From an optimization exercise on the open Yosys and OpenROAD flow, aimed at small area; shortcuts taken in it are not production practice. Function was not checked in any run shown here: the RTL went through the layout flow alone. No activity file was given, so power comes from the tool's default toggle rates.

==> design/flow/design.v <==
module ALU_TOP (
  input  wire [15:0] A,
  input  wire [15:0] B,
  input  wire [3:0]  alu_fun,
  input  wire        clk,
  input  wire        rest,
  output wire [15:0] ari_out,
  output wire        carry_out,
  output wire        ari_flag,
  output wire [15:0] log_out,
  output wire        log_flag,
  output wire [15:0] cmp_out,
  output wire        cmp_flag,
  output wire [15:0] shift_out,
  output wire        shift_flag
);
  localparam P = 5;           
  localparam WP = 16 - P;     
  wire [1:0] u  = alu_fun[3:2];
  wire [1:0] op = alu_fun[1:0];
  assign ari_flag   = (u == 2'b00);
  assign log_flag   = (u == 2'b01);
  assign shift_flag = (u == 2'b11);
  wire cmp_en = (u == 2'b10);
  wire inv = op[0] | u[1];
  wire [16:0] csum = {1'b0, A} + {1'b0, B ^ {16{inv}}} + {16'b0, op[0]};
  wire cy = csum[16];
  wire eq = (A == B);
  assign carry_out = ari_flag & ~op[1] & (cy ^ op[0]);
  wire cmp_hit = (op == 2'b00) | ((op == 2'b01) & eq) |
                 ((op == 2'b10) & cy) | ((op == 2'b11) & ~cy);
  assign cmp_flag = cmp_en & cmp_hit;
  wire i_mul = (alu_fun == 4'b0010);
  wire i_div = (alu_fun == 4'b0011);
  wire [15:0] i_cy = i_mul ? 16'b0 : ~B;        
  wire [15:0] i_hz;           
  assign i_hz[0] = 1'b1;
  genvar j, k;
  generate
    for (j = 1; j < 16; j = j + 1) begin : g_ihz
      assign i_hz[j] = i_hz[j-1] & ~B[16-j];
    end
  endgenerate
  wire [15:0] i_q;
  wire [16*16-1:0] i_rem;     
  generate
    for (j = 15; j >= P; j = j - 1) begin : g_irow
      localparam W = 16 - j;
      wire [W-1:0] x, y, s;
      wire [W:0] cc;
      if (j == 15) begin : g_x
        assign x = A[15] & ~i_mul;
      end else begin : g_x
        assign x = {i_rem[(j+1)*16 +: W-1], A[j] & ~i_mul};
      end
      assign y = i_cy[W-1:0] | (B[W-1:0] & {W{A[j] & i_mul}});
      assign cc[0] = ~i_mul;
      for (k = 0; k < W; k = k + 1) begin : g_fa
        assign s[k] = x[k] ^ y[k] ^ cc[k];
        assign cc[k+1] = (x[k] & y[k]) | (cc[k] & (x[k] ^ y[k]));
      end
      assign i_q[j] = cc[W] & i_hz[j];
      wire sel = i_mul | (i_div & i_q[j]);
      assign i_rem[j*16 +: W] = sel ? s : x;
      if (j > 0) begin : g_pad
        assign i_rem[j*16+W +: j] = {j{1'b0}};
      end
    end
  endgenerate
  reg [WP-1:0] rr;            
  reg [WP-1:0] qr;            
  reg [P-1:0]  ar;            
  reg [15:0]   br;
  reg [3:0]    f;
  reg [1:0]    c;
  always @(posedge clk) begin
    rr <= i_rem[P*16 +: WP];
    qr <= i_q[15:P];
    ar <= A[P-1:0];
    br <= B;
  end
  always @(posedge clk or negedge rest) begin
    if (!rest) begin
      f <= 4'b1000;
      c <= 2'b00;
    end else begin
      f <= alu_fun;
      c <= {cmp_flag & op[1], cmp_flag & op[0]};
    end
  end
  assign cmp_out = {14'b0, c};
  wire [1:0] fu = f[3:2];
  wire [1:0] fo = f[1:0];
  wire ari_en = (fu == 2'b00);
  wire log_en = (fu == 2'b01);
  wire sh_en  = (fu == 2'b11);
  wire [15:0] a = {rr, ar};   
  reg [15:0] lg;
  always @(*) begin
    case (fo)
      2'b00: lg = a & br;
      2'b01: lg = a | br;
      2'b10: lg = ~(a & br);
      default: lg = ~(a | br);
    endcase
  end
  assign log_out = log_en ? lg : 16'b0;
  reg [15:0] sh;
  always @(*) begin
    case (fo)
      2'b00: sh = {1'b0, a[15:1]};
      2'b01: sh = {a[14:0], 1'b0};
      2'b10: sh = {1'b0, br[15:1]};
      default: sh = {br[14:0], 1'b0};
    endcase
  end
  assign shift_out = sh_en ? sh : 16'b0;
  wire mul  = (fo == 2'b10);
  wire div  = (fo == 2'b11);
  wire [15:0] cy_in = mul ? 16'b0 : (br ^ {16{fo != 2'b00}});
  wire [15:0] hz;
  assign hz[0] = 1'b1;
  generate
    for (j = 1; j < P; j = j + 1) begin : g_hz
      assign hz[j] = hz[j-1] & ~br[16-j];
    end
  endgenerate
  wire [15:0] q;
  wire [15:0] r0;
  wire [16*16-1:0] rem;
  assign rem[P*16 +: 16] = {{P{1'b0}}, rr};
  generate
    for (j = P - 1; j >= 0; j = j - 1) begin : g_row
      localparam W = 16 - j;
      wire [W-1:0] x, y, s;
      wire [W:0] cc;
      assign x = {rem[(j+1)*16 +: W-1], ar[j] & ~mul};
      assign y = cy_in[W-1:0] | (br[W-1:0] & {W{ar[j] & mul}});
      assign cc[0] = fo[0];
      for (k = 0; k < W; k = k + 1) begin : g_fa
        assign s[k] = x[k] ^ y[k] ^ cc[k];
        assign cc[k+1] = (x[k] & y[k]) | (cc[k] & (x[k] ^ y[k]));
      end
      assign q[j] = cc[W] & hz[j];
      if (j > 0) begin : g_r
        wire sel = mul | (div & q[j]);
        assign rem[j*16 +: 16] = {{j{1'b0}}, sel ? s : x};
      end else begin : g_r
        assign r0 = s;
        assign rem[15:0] = 16'b0;
      end
    end
  endgenerate
  assign q[15:P] = qr;
  assign ari_out = ari_en ? (div ? q : r0) : 16'b0;
endmodule
==> design/flow/run.sh <==
#!/bin/bash
# synth_recipe.tcl (not shown) runs the flow's synth.tcl, then flattens the netlist and writes it again
# the make line also repeats each setting of config.mk as NAME=value (left out here)
make -C /OpenROAD-flow-scripts/flow DESIGN_CONFIG=/design/flow/config.mk WORK_HOME=/design/flow/orfs CLKGATE_MAP_FILE= SYNTH_SCRIPT=/design/flow/synth_recipe.tcl finish
==> design/flow/config.mk <==
export PLATFORM = sky130hd
export DESIGN_NAME = ALU_TOP
export DESIGN_NICKNAME = ALU_TOP
export VERILOG_FILES = /design/flow/design.v
export SDC_FILE = /design/flow/constraint.sdc
export NUM_CORES = 4
export LEC_CHECK = 0
export ABC_AREA = 1
export CAP_MARGIN = 20
export CORE_MARGIN = 2
export CORE_UTILIZATION = 40
export SLEW_MARGIN = 20
==> design/flow/constraint.sdc <==
create_clock -name core_clock -period 35.0 [get_ports {clk}]
set_input_delay 7.0000 -clock core_clock [delete_from_list [all_inputs] [get_ports {clk}]]
set_output_delay 7.0000 -clock core_clock [all_outputs]
set_load 0.01 [all_outputs]
==> results.py, run 1 <==
metrics = {
    "run_status": {
        "status": "finished clean",
    },
    "setup_path": {
        "max_stage_delay_ns": 0.46,
        "worstPathArrival_ns": 27.06,
        "end_kind": "primary output",
        "slowest_stage": "fa_2",
        "critPathRequiredTime_ns": 28.00,
        "crit_fanout": 4,
        "startpoint_type": "register",
        "crit_type": "register to primary output",
        "cpMostUsedCell": "fa_2",
    },
    "cts": {
        "cts_tree": "built",
        "cts_buffers": 5,
        "root_buffer": "clkbuf_16",
        "htreeDepth": 2,
        "clock-sinks": 49,
        "clock_path_buffers": 2,
        "clkTransAtPathRegs_ns": 0.07,
    },
    "logic_synthesis": {
        "synth_top_flop_cell": "dfxtp_1",
        "syn_area_um2": 9060,
        "yosysWarnings": 1,
        "ys_types": 53,
        "avgSynthCellArea_um2": 7.25,
        "ys_seq_area_frac": 0.112,
        "synthCells": 1251,
        "synth_edf_count": 0,
        "ys_ff_latch": 49,
        "synthArstFlopShare": 0.122,
    },
    "drt": {
        "wl_per_cell_um": 19.3,
        "num_vias": 9354,
        "routed_wl_um": 33600,
        "vias_per_cell": 5.36,
        "drt.antenna.violating_nets": 0,
        "drtIter0Drc": 757,
        "drc_errors": 0,
        "first_pass_iters": 5,
    },
    "timing": {
        "fmax_ghz": 0.0294,
        "fin_crit_ns": 34.06,
        "slew_headroom": 0.437,
        "tightest_slew_ns": 0.842,
        "final_max_slew_viol_count": 0,
        "fin_crit_sh": 0.973,
        "setup_viol": 0,
        "hold_viol_final": 0,
    },
    "floorplan": {
        "dieWidth_um": 155,
        "row_count": 55,
        "die_y_um": 155,
        "core_um2": 22400,
        "dieArea_um2": 23900,
        "io_pins": 107,
        "start_util": 0.404,
    },
    "power_and_ir_drop": {
        "seqPwrFrac": 0.171,
        "power_density_nw_per_um2": 32.4,
        "internal-power_w": 0.000207,
        "clockPowerShare": 0.125,
        "p_switching_w": 0.000177,
        "sw_frac_of_total": 0.460,
        "ir_drop_v": 0.0000186,
        "pwr-share-comb": 0.705,
        "p_leak_nw": 5.53,
    },
    "layout": {
        "multiInputGateArea_um2": 7440,
        "diodes": 0,
        "fin_nets": 1649,
        "drive_gt1_frac": 0.237,
        "nFillCells": 2282,
        "utilization": 0.529,
        "ff_latch_area_um2": 1010,
        "areaGrowthSynthToFinish_pct": 30.8,
        "design_area_um2": 11900,
    },
    "grt": {
        "grt.overflow.total": 0,
        "grt_pass1_vias": 9472,
        "track_usage": 0.285,
        "grt_max_degree": 43,
        "grt_first_pass_wirelength_um": 52500,
        "antenna_found_initial": 0,
    },
    "placed_design": {
        "gp_congestion": 0.950,
        "place_area_um2": 11300,
        "port_buffers": 92,
        "dp_hpwl_um": 27700,
    },
    "hold_path": {
        "worst_hold_path_type": "input pin to asynchronous set/reset pin",
    },
    "flow_run": {
        "cap_viol_max_count": 0,
    },
}
critical path: cells and delay by family (launching register included):
family / cells / cell delay [ns]
compound gates: 7 / 0.88
fa+ha+maj: 66 / 22.99
buf+inv: 14 / 1.22
flops: 1 / 0.40
simple gates: 12 / 1.29
routing by layer:
metal	vias to the layer above	wire length [µm]	track usage
met5	-	0	0
met4	0	1190	0.105
met3	79	2100	0.0235
met2	397	16600	0.503
met1	4468	13700	0.365
li1	4410	-	-
synth_stat cells (3+ instances only):
| cell type | number | area share |
|---|---|---|
| inv_1 | 199 | 0.082 |
| a21oi_2 | 3 | 0.0029 |
| fa_1 | 134 | 0.30 |
| nor2_4 | 3 | 0.0037 |
| nand4_1 | 7 | 0.0048 |
| nand2_1 | 208 | 0.086 |
| a21oi_1 | 132 | 0.073 |
| buf_2 | 4 | 0.0022 |
| a31oi_1 | 7 | 0.0048 |
| buf_1 | 5 | 0.0021 |
| a211oi_1 | 14 | 0.012 |
| ha_1 | 18 | 0.025 |
| o21ai_0 | 111 | 0.061 |
| or2_2 | 8 | 0.0055 |
| and2_1 | 5 | 0.0035 |
| o221ai_1 | 15 | 0.014 |
| o21ai_2 | 4 | 0.0039 |
| mux2i_1 | 18 | 0.020 |
| inv_2 | 4 | 0.0017 |
| xor2_1 | 18 | 0.017 |
| o21bai_1 | 6 | 0.0050 |
| nand3_2 | 11 | 0.012 |
| nor2_1 | 118 | 0.049 |
| buf_4 | 16 | 0.013 |
| nor3_1 | 11 | 0.0061 |
| dfrtp_1 | 5 | 0.014 |
| nand2_2 | 8 | 0.0055 |
| o211ai_1 | 3 | 0.0025 |
| xnor2_1 | 15 | 0.014 |
| dfxtp_1 | 43 | 0.095 |
| clkbuf_1 | 38 | 0.016 |
| nand3_1 | 29 | 0.016 |
| a21o_1 | 3 | 0.0025 |
kinds of logic after synthesis:
group	Yosys count	synth area share
simple gates	423	0.206
compound gates	306	0.190
buf+inv	268	0.118
fa+ha+maj	153	0.322
flops	49	0.112
xor+xnor	33	0.0319
mux	18	0.0199
other cells	1	0.000414
area by class of cell:
class / instances / share of cell area
Multi-Input combinational cell: 947 / 0.627
Timing Repair Buffer: 250 / 0.179
Sequential cell: 49 / 0.0854
Inverter: 205 / 0.0654
Tap cell: 285 / 0.0301
Clock buffer: 7 / 0.0120
Clock inverter: 1 / 0.000633
Timing Repair inverter: 1 / 0.000527
worst max path at each step:
stage / startpoint / to / slack [ns] / depth (start not counted)
floorplan: f[0] / ari_out[15] / -0.006 / 101
global placement: f[1] / ari_out[15] / -0.69 / 99
detailed placement: f[1] / ari_out[15] / -1.06 / 99
CTS: alu_fun[1] / rr[9] / 0.03 / 154
global route: f[1] / ari_out[0] / -0.02 / 99
finish: f[1] / ari_out[0] / 0.94 / 99
power by group through the flow:
stage / clock (W) / sequential [W] / combinational [W]
4_1_cts: 0.0000487 / 0.0000653 / 0.000264
3_5_place_dp: 0 / 0.0000665 / 0.000258
5_1_grt: 0.0000512 / 0.0000660 / 0.000306
3_3_place_gp: 0 / 0.0000665 / 0.000253
2_1_floorplan: 0 / 0.0000641 / 0.000166
6_report: 0.0000480 / 0.0000656 / 0.000271
cells in the final DEF, fill, tap and decap left out, drive strengths merged, types with 3 or more instances in the layout:
cell / synthesis / routed
nor2: 123 / 123
a211oi: 14 / 14
o21bai: 6 / 6
nand4: 9 / 9
and2: 5 / 5
nand2: 218 / 218
inv: 203 / 203
o211ai: 3 / 3
fa: 134 / 134
o21ai: 117 / 117
mux2i: 18 / 18
dfrtp: 5 / 5
a31oi: 8 / 8
ha: 18 / 18
nor3: 11 / 11
buf: 25 / 159
conb: 1 / 14
a21oi: 135 / 135
xor2: 18 / 18
or2: 9 / 9
clkdlybuf4s50: 0 / 89
nor4: 3 / 3
xnor2: 15 / 15
o221ai: 15 / 15
clkbuf: 38 / 7
a21o: 3 / 3
clkinv: 2 / 3
nand3: 40 / 40
dfxtp: 43 / 43
sequential cells by signal, indices dropped and copies added (netlist names):
register and flops:
qr 11, f 4, ar 5, rr 11, c 2, br 16
per-stage QoR:
step	total power, W	TNS, ns	std cells	hold slack (ns)	setup WS (ns)
after CTS	0.000378	0	1740	6.95	0.0267
after detailed placement	0.000324	-9.94	1730	7.26	-1.06
after global routing	0.000424	-0.0515	1745	6.96	-0.0229
after global placement	0.000319	-5.37	1730	7.26	-0.690
after floorplan	0.000230	-0.00589	1264	6.70	-0.00589
final	0.000385	0	1745	6.94	0.936
what timing repair did:
action                                  4_1_cts  5_1_grt
endpoints found under the setup margin       17       17
cloned                                        1        1
pin swaps                                     7       33
gates resized for setup                      36       96
setup buffers                                 1        4
hold buffers                                  0        0
==> run 2: changes to the inputs <==
==> design/flow/flow/run.sh (new file) <==
#!/bin/bash
# Standard ORFS layout (standard.sh, unchanged synthesis), except that the
# port buffers use the smallest buffer cell instead of the one buffer_ports
# picks by default.
set -euo pipefail
bash standard.sh "BUFFER_PORTS_ARGS=-buffer_cell sky130_fd_sc_hd__buf_1" finish > standard_flow.log 2>&1
==> design/flow/standard.sh (new file) <==
#!/bin/bash
# synth_recipe.tcl (not shown) runs the flow's synth.tcl, then flattens the netlist and writes it again
# the make line also repeats each setting of config.mk as NAME=value (left out here)
make -C /OpenROAD-flow-scripts/flow DESIGN_CONFIG=/design/flow/config.mk WORK_HOME=/design/flow/orfs CLKGATE_MAP_FILE= SYNTH_SCRIPT=/design/flow/synth_recipe.tcl "${@:-finish}"
removed: design/flow/run.sh
==> results.py, run 2 <==
metrics = {
    "cts": {
        "root_buffer": "clkbuf_16",
        "clkTransAtPathRegs_ns": 0.06,
        "clock-sinks": 49,
        "htreeDepth": 2,
        "ctsHoldBuffers": 0,
        "clock_path_buffers": 2,
        "cts_tree": "built",
        "cts_buffers": 5,
    },
    "timing": {
        "fin_crit_ns": 34.13,
        "fin_crit_sh": 0.975,
        "final_max_slew_viol_count": 0,
        "setup_tns_ns": 0,
        "tightest_slew_ns": 1.06,
        "slew_headroom": 0.293,
        "fin_ws_ns": 0.873,
        "hold_viol_final": 0,
        "setup_viol": 0,
        "fmax_ghz": 0.0293,
    },
    "drt": {
        "vias_per_cell": 5.31,
        "drc_errors": 0,
        "first_pass_iters": 6,
        "routed_wl_um": 32000,
        "wl_per_cell_um": 18.6,
        "num_vias": 9156,
        "drt.antenna.violating_nets": 0,
        "drtIter0Drc": 795,
    },
    "logic_synthesis": {
        "synth_edf_count": 0,
        "syn_area_um2": 9060,
        "ys_seq_area_frac": 0.112,
        "synth_top_flop_cell": "dfxtp_1",
        "synth_area_leader_cell": "fa_1",
        "synth_area_leaders": "fa_1 30%, dfxtp_1 9.5%, nand2_1 8.6%, inv_1 8.2%, a21oi_1 7.3%",
        "ys_ff_latch": 49,
        "synthCells": 1251,
        "avgSynthCellArea_um2": 7.25,
        "synth_top_area_frac": 0.296,
        "yosysWarnings": 1,
        "ys_types": 53,
        "synthArstFlopShare": 0.122,
        "netlist_top_cells_count": "208 x nand2_1, 199 x inv_1, 134 x fa_1, 132 x a21oi_1, 118 x nor2_1",
        "synth_most_common_cell": "nand2_1",
    },
    "layout": {
        "layout_commonest_cell": "nand2_1",
        "top_register": "br",
        "multiInputGateArea_um2": 7370,
        "layout_common_cells": "204 x nand2_1, 196 x inv_1, 133 x buf_4, 129 x a21oi_1, 112 x nor2_1",
        "ff_latch_area_um2": 1010,
        "utilization": 0.494,
        "largest_register_ff_count": 16,
        "largestRegisters": "br: 16 flops, qr: 11 flops, rr: 11 flops",
        "fin_nets": 1627,
        "drive_gt1_frac": 0.215,
        "nFillCells": 2291,
        "areaGrowthSynthToFinish_pct": 22.3,
        "diodes": 0,
    },
    "floorplan": {
        "core_um2": 22400,
        "dieWidth_um": 155,
        "die_y_um": 155,
        "dieArea_um2": 23900,
        "io_pins": 107,
        "start_util": 0.404,
        "row_count": 55,
    },
    "flow_run": {
        "cap_viol_max_count": 0,
    },
    "grt": {
        "grt.overflow.total": 0,
        "grt_pass1_vias": 9027,
        "antenna_found_initial": 0,
        "grt_first_pass_wirelength_um": 49500,
        "grt_max_degree": 43,
        "track_usage": 0.268,
    },
    "power_and_ir_drop": {
        "ir_drop_v": 0.0000173,
        "power_density_nw_per_um2": 33.6,
        "p_total_w": 0.000372,
        "p_leak_nw": 5.18,
    },
    "placed_design": {
        "pre_cts_ws_ns": -0.665,
        "port_buffers": 92,
        "dp_hpwl_um": 26700,
        "gp_congestion": 0.977,
    },
    "setup_path": {
        "critPathRequiredTime_ns": 28.00,
        "max_stage_delay_ns": 0.48,
        "crit_type": "register to primary output",
        "startpoint_type": "register",
        "crit_fanout": 5,
        "cpMostUsedCell": "fa_2",
        "slowest_stage": "fa_1",
        "worstPathArrival_ns": 27.13,
        "end_kind": "primary output",
    },
    "run_status": {
        "status": "finished clean",
    },
    "hold_path": {
        "worst_hold_path_type": "input pin to asynchronous set/reset pin",
    },
}
-- run 2: cell counts after synthesis --
No cell type changed its count.
-- run 2: final cells by class --
type                       count  area share
multi-input combinational    947       0.665
timing repair buffer         228       0.125
tap                          285      0.0322
inverter                     205      0.0698
clock buffer                   7      0.0129
timing repair inverter         1    0.000677
clock inverter                 1     0.00271
sequential                    49      0.0913
-- run 2: how the worst max path moves through the flow --
stage | from | to | slack (ns) | cells after the start
after floorplan | f[0] | ari_out[15] | -0.006 | 101
after global placement | f[0] | ari_out[15] | -0.30 | 98
after detailed placement | f[0] | ari_out[15] | -0.66 | 98
after CTS | f[0] | ari_out[15] | 0.03 | 98
after global routing | f[0] | ari_out[15] | -0.06 | 98
final | f[0] | ari_out[15] | 0.87 | 98
-- run 2: cell families (layout without fill, tap and decap cells) --
logic type | Yosys count | after routing | synth area share
and+or+nand+nor | 423 | 423 | 0.206
AOI/OAI and AO/OA | 306 | 306 | 0.190
buffers and inverters | 268 | 442 | 0.118
adders and majority gates | 153 | 153 | 0.322
DFF | 49 | 49 | 0.112
xor gates and xnor gates | 33 | 33 | 0.0319
muxes | 18 | 18 | 0.0199
other | 1 | 14 | 0.000414
-- run 2: what timing repair did --
item / 4_1_cts / 5_1_grt
endpoints found under the setup margin: 15 / 16
gates resized for setup: 23 / 76
setup buffers: 4 / 4
gates cloned: 0 / 1
pin swaps: 4 / 21
-- run 2: worst max-delay path: cells and delay by family, from the launching register on --
family | cells | cell delay, ns
buf+inv | 15 | 1.31
flops | 1 | 0.43
compound gates | 6 | 0.94
fa+ha+maj | 65 | 22.97
simple gates | 12 | 1.12
-- run 2: power by group --
group | internal (W) | switching (W)
clock | 0.0000356 | 0.0000189
combinational | 0.000105 | 0.000147
sequential | 0.0000599 | 0.00000611
total | 0.000200 | 0.000172
-- run 2: stage by stage --
| stage | hold WS, ns | std cells | instance area (µm²) |
|---|---|---|---|
| after global routing | 6.57 | 1723 | 11100 |
| after floorplan | 6.70 | 1264 | 9230 |
| final | 6.56 | 1723 | 11100 |
| after CTS | 6.56 | 1718 | 10800 |
| after detailed placement | 6.87 | 1706 | 10600 |
| after global placement | 6.87 | 1706 | 10600 |
-- run 2: metal layers --
layer,GRT usage,wire (µm),vias up
li1,-,-,4350
met1,0.363,13600,4368
met2,0.456,15500,368
met3,0.0157,1850,70
met4,0.0935,1090,0
met5,0,0,-

[static timing again, ports no longer ideal]
The results above use ideal ports. As a check the final layouts listed here were re-extracted and re-timed, cells and wires unchanged. Step 1: set_driving_cell puts a clkbuf_16 on clk and a buf_2 on each other input, an assumption about the parent block. Step 2 also shifts input and output timing later by t, the mid clock arrival at the registers, as if the neighbouring blocks saw the same clock. a / b / c = ideal / step 1 / step 2; a / b = the first two.
| run | t (ns) | setup slack, ns | clock arrival spread, ns |
|---|---|---|---|
| run 1 | 0.320 | 0.936 / 0.897 / 1.188 | 0.008 / 0.008 |
| run 2 | 0.318 | 0.873 / 0.840 / 1.157 | 0.005 / 0.005 |
After both steps setup and hold are still met in every run listed.
